Context: an optimization exercise on an open-source flow, tuned for small area and a short achievable clock period. The choices shown serve that exercise and are no tape-out recipe.
Where RTL was checked, it was by simulation tests only, not by an equivalence proof against the original.
No activity file was given, so power comes from the tool's default toggle rates.

v6:
Design FP16_mcl, start of the top module:
module FP16_mcl(
    input [15:0] data1,
    input [15:0] data2,
    input rst,
    input input_valid,
    input clk,
    output reg [15:0] datanew,
    output reg output_update
    );
Size: ~820 cells after synthesis, ~100 flip-flops, about 52 I/O pins, ~6800 µm² of cells after synthesis.
==> flow/config.mk <==
export PLATFORM = sky130hd
export DESIGN_NAME = FP16_mcl
export DESIGN_NICKNAME = FP16_mcl
export VERILOG_FILES = /design/flow/design.v
export SDC_FILE = /design/flow/constraint.sdc
export NUM_CORES = 4
export LEC_CHECK = 0
export ABC_AREA = 1
export CAP_MARGIN = 20
export CORE_MARGIN = 2
export CORE_UTILIZATION = 60
export CTS_BUF_LIST = sky130_fd_sc_hd__clkbuf_4 sky130_fd_sc_hd__clkbuf_8
export SETUP_SLACK_MARGIN = 2.95
export SLEW_MARGIN = 20
==> flow/constraint.sdc <==
create_clock -name core_clock -period 5.5 [get_ports {clk}]
set_input_delay 1.1000 -clock core_clock [delete_from_list [all_inputs] [get_ports {clk}]]
set_output_delay 1.1000 -clock core_clock [all_outputs]
set_load 0.01 [all_outputs]
standard.sh (not shown) runs the stock make flow with config.mk's settings and CLKGATE_MAP_FILE= SYNTH_SCRIPT=/design/flow/synth_recipe.tcl, a recipe that flattens the netlist after the stock synthesis.
==> flow/flow/run.sh <==
#!/bin/bash
# The standard layout, with the port buffers made from the smallest buffer cell.
bash standard.sh 'BUFFER_PORTS_ARGS=-buffer_cell sky130_fd_sc_hd__buf_1' finish > standard.log 2>&1
In summary, v6 completed successfully, with a layout that passed the timing, DRC and antenna checks.
Edits applied to the flow inputs when going from v6 to v7:
- swapping 2.95 for 2.7 in SETUP_SLACK_MARGIN
Findings:
[v7] final clock period utilization by the worst path rose 1.2 points relative to v6. Where setup slack is concerned, v6 is better than v7. Looking at power share of the sequential group, v7 sits 0.5 points above v6. Going from v6 to v7, number of resized instances in the post-cts repair step fell by 62; area fraction of clock buffers and clock inverters rose by 0.47 points; average via count per standard cell fell by 0.71%; non-clock buffer share of cell area fell by 0.28 points. Sort v7 and v6 by shortest clock period the worst path allows after layout, ascending, and v6 comes first. Between v6 and v7, the flow reports routed wire length decreasing by a few percent.
No run of this note included a check of the RTL's function; only the layout flow was run.

Setup of build 41:
Another version of the RTL of FP16_mcl (not shown whole).
Size in the first run: roughly 170 flip-flops, about 52 I/O pins, roughly 8100 um2 of cells after synthesis.
clock: 5.5 ns
lec_check: 0
abc_area: 1
cap_margin: 20
core_margin: 2
core_utilization: 60
cts_buf_list: sky130_fd_sc_hd__clkbuf_16
setup_slack_margin: 3.45
slew_margin: 20
Scripts as last shown in full above: flow/flow/run.sh
#### Input delta (build 93 over build 41)
# build 41
export LEC_CHECK = 0
export ABC_AREA = 1
export CAP_MARGIN = 20
export CORE_MARGIN = 2
export CORE_UTILIZATION = 60
export CTS_BUF_LIST = sky130_fd_sc_hd__clkbuf_16
export SETUP_SLACK_MARGIN = 3.45
export SLEW_MARGIN = 20
create_clock -name core_clock -period 5.5 [get_ports {clk}]
# build 93
export LEC_CHECK = 0
export ABC_AREA = 1
export CAP_MARGIN = 20
export CORE_MARGIN = 2
export CORE_UTILIZATION = 60
export CTS_BUF_LIST = sky130_fd_sc_hd__clkbuf_4 sky130_fd_sc_hd__clkbuf_8
export SETUP_SLACK_MARGIN = 3.3
export SLEW_MARGIN = 20
create_clock -name core_clock -period 5.5 [get_ports {clk}]
[summary]
The total power number comes out lower for build 93 vs build 41.
Diff build 41 -> build 93: multi-input combinational cell area decreased about 0.5%, time the worst path needs with I/O delays and setup increased 56 ps, routed length per instance essentially unchanged, end-of-flow core utilization decreased 1.7 points.
Relative to build 41, the non-clock buffer count of build 93 is lower by 1.9%.
Run comparison: build 93 capture point of the critical path datanew[0]; build 41 capture point of the critical path up13_r3$_DFF_P_
Delta(fraction of standard cell area in multi-input logic, build 93 - build 41) > 0
Going from build 41 to build 93, internal power went down 0.29 mW; reported leakage power went down 2.3%.
The total of fill cells in the finished design in build 93 sits 1.3% above the value recorded for build 41.
Compared build 41 against build 93; global-route usage within noise.
For build 46, these inputs were changed with respect to build 93:
# build 93
export LEC_CHECK = 0
export ABC_AREA = 1
export CAP_MARGIN = 20
export CORE_MARGIN = 2
export CORE_UTILIZATION = 60
export CTS_BUF_LIST = sky130_fd_sc_hd__clkbuf_4 sky130_fd_sc_hd__clkbuf_8
export SETUP_SLACK_MARGIN = 3.3
export SLEW_MARGIN = 20
create_clock -name core_clock -period 5.5 [get_ports {clk}]
# build 46
export LEC_CHECK = 0
export ABC_AREA = 1
export CAP_MARGIN = 20
export CORE_MARGIN = 2
export CORE_UTILIZATION = 60
export CTS_BUF_LIST = sky130_fd_sc_hd__clkbuf_4 sky130_fd_sc_hd__clkbuf_8
export SETUP_SLACK_MARGIN = 3.5
export SLEW_MARGIN = 20
create_clock -name core_clock -period 5.5 [get_ports {clk}]
Notes after the runs:
Routed wire length on met3 sits lower in build 46 than in build 93. Build 46 against build 93: sequential power now sits at about the same level; share of the final layout cell area in multi-input gates decreased 0.23 points; area added between synthesis and finish increased 1.6 points; sequential share of layout area went down; endpoint arrival time on the critical path -20 ps. From build 93 to build 46 the numbers moved as follows: worst setup slack went up 16 ps, summed negative setup slack over all endpoints saw little to no change, switching component of the power climbed 0.032 mW. Total power: lower on build 93. Build 46 and build 93 ended up with nearly the same detailed-route vias per instance.
--- input diff build 46..build 66 ---
# build 46
export LEC_CHECK = 0
export ABC_AREA = 1
export CAP_MARGIN = 20
export CORE_MARGIN = 2
export CORE_UTILIZATION = 60
export CTS_BUF_LIST = sky130_fd_sc_hd__clkbuf_4 sky130_fd_sc_hd__clkbuf_8
export SETUP_SLACK_MARGIN = 3.5
export SLEW_MARGIN = 20
create_clock -name core_clock -period 5.5 [get_ports {clk}]
# build 66
export LEC_CHECK = 0
export ABC_AREA = 1
export CAP_MARGIN = 20
export CORE_MARGIN = 2
export CORE_UTILIZATION = 60
export CTS_BUF_LIST = sky130_fd_sc_hd__clkbuf_4 sky130_fd_sc_hd__clkbuf_8
export CTS_CLUSTER_DIAMETER = 100
export SETUP_SLACK_MARGIN = 3.4
export SLEW_MARGIN = 20
create_clock -name core_clock -period 5.5 [get_ports {clk}]
### Flow results
Count of instances resized after the clock tree is built for build 66 is lower than for build 46.
Proportion of total power due to net switching was lower in the run labelled build 46.
In terms of worst hold slack, build 46 and build 66 differ only marginally.
Routed wire length ended up 0.65% lower on build 66 than on build 46.
Non-clock buffer count, build 66 vs build 46: down slightly
Lower design area among build 66 and build 46: build 66
Compared build 66 against build 46; global-route usage within noise.
Relative to build 66, the following input files were edited for build 81:
# build 66
export LEC_CHECK = 0
export ABC_AREA = 1
export CAP_MARGIN = 20
export CORE_MARGIN = 2
export CORE_UTILIZATION = 60
export CTS_BUF_LIST = sky130_fd_sc_hd__clkbuf_4 sky130_fd_sc_hd__clkbuf_8
export CTS_CLUSTER_DIAMETER = 100
export SETUP_SLACK_MARGIN = 3.4
export SLEW_MARGIN = 20
create_clock -name core_clock -period 5.5 [get_ports {clk}]
# build 81
export LEC_CHECK = 0
export ABC_AREA = 1
export CAP_MARGIN = 20
export CORE_MARGIN = 2
export CORE_UTILIZATION = 60
export CTS_BUF_LIST = sky130_fd_sc_hd__clkbuf_4 sky130_fd_sc_hd__clkbuf_8
export SETUP_SLACK_MARGIN = 3.5
export SLEW_MARGIN = 20
create_clock -name core_clock -period 5.5 [get_ports {clk}]
==> flow/flow/run.sh <==
#!/bin/bash
# The standard layout, with the port buffers made from the smallest buffer
# cell and a clock tree built without dummy loads.
bash standard.sh 'BUFFER_PORTS_ARGS=-buffer_cell sky130_fd_sc_hd__buf_1' \
  'CTS_ARGS=-sink_clustering_enable -repair_clock_nets -buf_list {sky130_fd_sc_hd__clkbuf_4 sky130_fd_sc_hd__clkbuf_8} -dont_use_dummy_load' \
  finish > standard.log 2>&1
--- outcome ---
- Power share of the clock group, build 81 and build 66, higher one = build 66.
- | combinational power | build 81 vs build 66 | about 3% higher |
- Build 81 vs. build 66: fmax went up by 1.1%.
- Max total power across build 81 and build 66: build 66
- Comparing routed wire length on met2 for build 81 and build 66, the smaller number came from build 81.
- Build 81 against build 66: areal power density over the cells went down by 11 nW/um2; first-pass iteration count of the detailed router has increased; design area went down about 0.75%; vias per cell went up.
Changes in build 45 relative to build 81:
# build 81
export LEC_CHECK = 0
export ABC_AREA = 1
export CAP_MARGIN = 20
export CORE_MARGIN = 2
export CORE_UTILIZATION = 60
export CTS_BUF_LIST = sky130_fd_sc_hd__clkbuf_4 sky130_fd_sc_hd__clkbuf_8
export SETUP_SLACK_MARGIN = 3.5
export SLEW_MARGIN = 20
create_clock -name core_clock -period 5.5 [get_ports {clk}]
# build 45
export LEC_CHECK = 0
export ABC_AREA = 1
export CAP_MARGIN = 20
export CORE_MARGIN = 2
export CORE_UTILIZATION = 75
export CTS_BUF_LIST = sky130_fd_sc_hd__clkbuf_4 sky130_fd_sc_hd__clkbuf_8
export SETUP_SLACK_MARGIN = 3.45
export SLEW_MARGIN = 20
create_clock -name core_clock -period 5.5 [get_ports {clk}]
==> flow/flow/run.sh <==
#!/bin/bash
# The standard layout, with the port buffers made from the smallest buffer cell.
bash standard.sh 'BUFFER_PORTS_ARGS=-buffer_cell sky130_fd_sc_hd__buf_1' finish > standard.log 2>&1
[summary]
- Global-route usage: build 45 > build 81
- | utilization after layout | higher: build 45 |
- Against build 81 as the reference, build 45 delivers a lower share of total power in sequential cells.
- Build 45 vs build 81 — share of total power in combinational logic dropped 0.5 points.
- Compared to build 81, build 45 has part of the total power dissipated in the clock network 3.7 points higher.
- Going from build 81 to build 45, final critical-path share of the clock period picked up an extra 0.54 points, area after detailed placement decreased by about 0.53% relative to the old numbers, setup slack after layout saw a decrease, cell area increased by about 1.4% relative to the old numbers.
- In the tables for build 45 and build 81, sum of routed wire length over all layers reads lower with build 81.
- Start point of the critical path: output_update$_DFF_PP0_ -> build 81, bm5_5_r2$_DFF_P_ -> build 45
- When build 45 is measured against build 81, its logic depth of the worst setup path including buffers turns out 3 higher.

[port drivers added, routing unchanged]
Ports are ideal in the flow. The routed layouts listed here were re-timed in OpenROAD.
Step 1 assumes that a clkbuf_16 drives the clock port and a buf_2 every other input.
Step 2 also shifts input and output timing later by t, the mid clock arrival at the registers, as if the neighbouring blocks saw the same clock.
Three values: no drivers, after step 1, after step 2; two values: the first two.
| run | t (ns) | slack for setup (ns) | hold slack, ns | clock arrival spread, ns | worst data-port slew with drivers (ns) |
|---|---|---|---|---|---|
| v6 | 0.416 | 2.830 / 2.830 / 2.830 | 0.336 / 0.336 / 0.336 | 0.013 / 0.013 | 0.03 |
| v7 | 0.413 | 2.763 / 2.763 / 2.763 | 0.342 / 0.342 / 0.342 | 0.015 / 0.016 | 0.03 |
| build 41 | 0.465 | 3.487 / 3.456 / 3.250 | 0.321 / 0.321 / 0.321 | 0.013 / 0.013 | 0.03 |
| build 93 | 0.497 | 3.431 / 3.392 / 3.236 | 0.326 / 0.326 / 0.326 | 0.012 / 0.011 | 0.03 |
| build 46 | 0.498 | 3.447 / 3.408 / 3.235 | 0.326 / 0.326 / 0.326 | 0.012 / 0.012 | 0.03 |
| build 66 | 0.498 | 3.451 / 3.412 / 3.222 | 0.326 / 0.326 / 0.326 | 0.011 / 0.010 | 0.03 |
| build 81 | 0.477 | 3.473 / 3.436 / 3.245 | 0.329 / 0.329 / 0.329 | 0.031 / 0.031 | 0.03 |
| build 45 | 0.492 | 3.443 / 3.424 / 3.190 | 0.331 / 0.331 / 0.331 | 0.014 / 0.014 | 0.04 |
After both steps setup and hold are still met in every run listed. The setup slack of build 45, which loses most, moves by -0.019 ns with the drivers and by -0.253 ns with both steps.
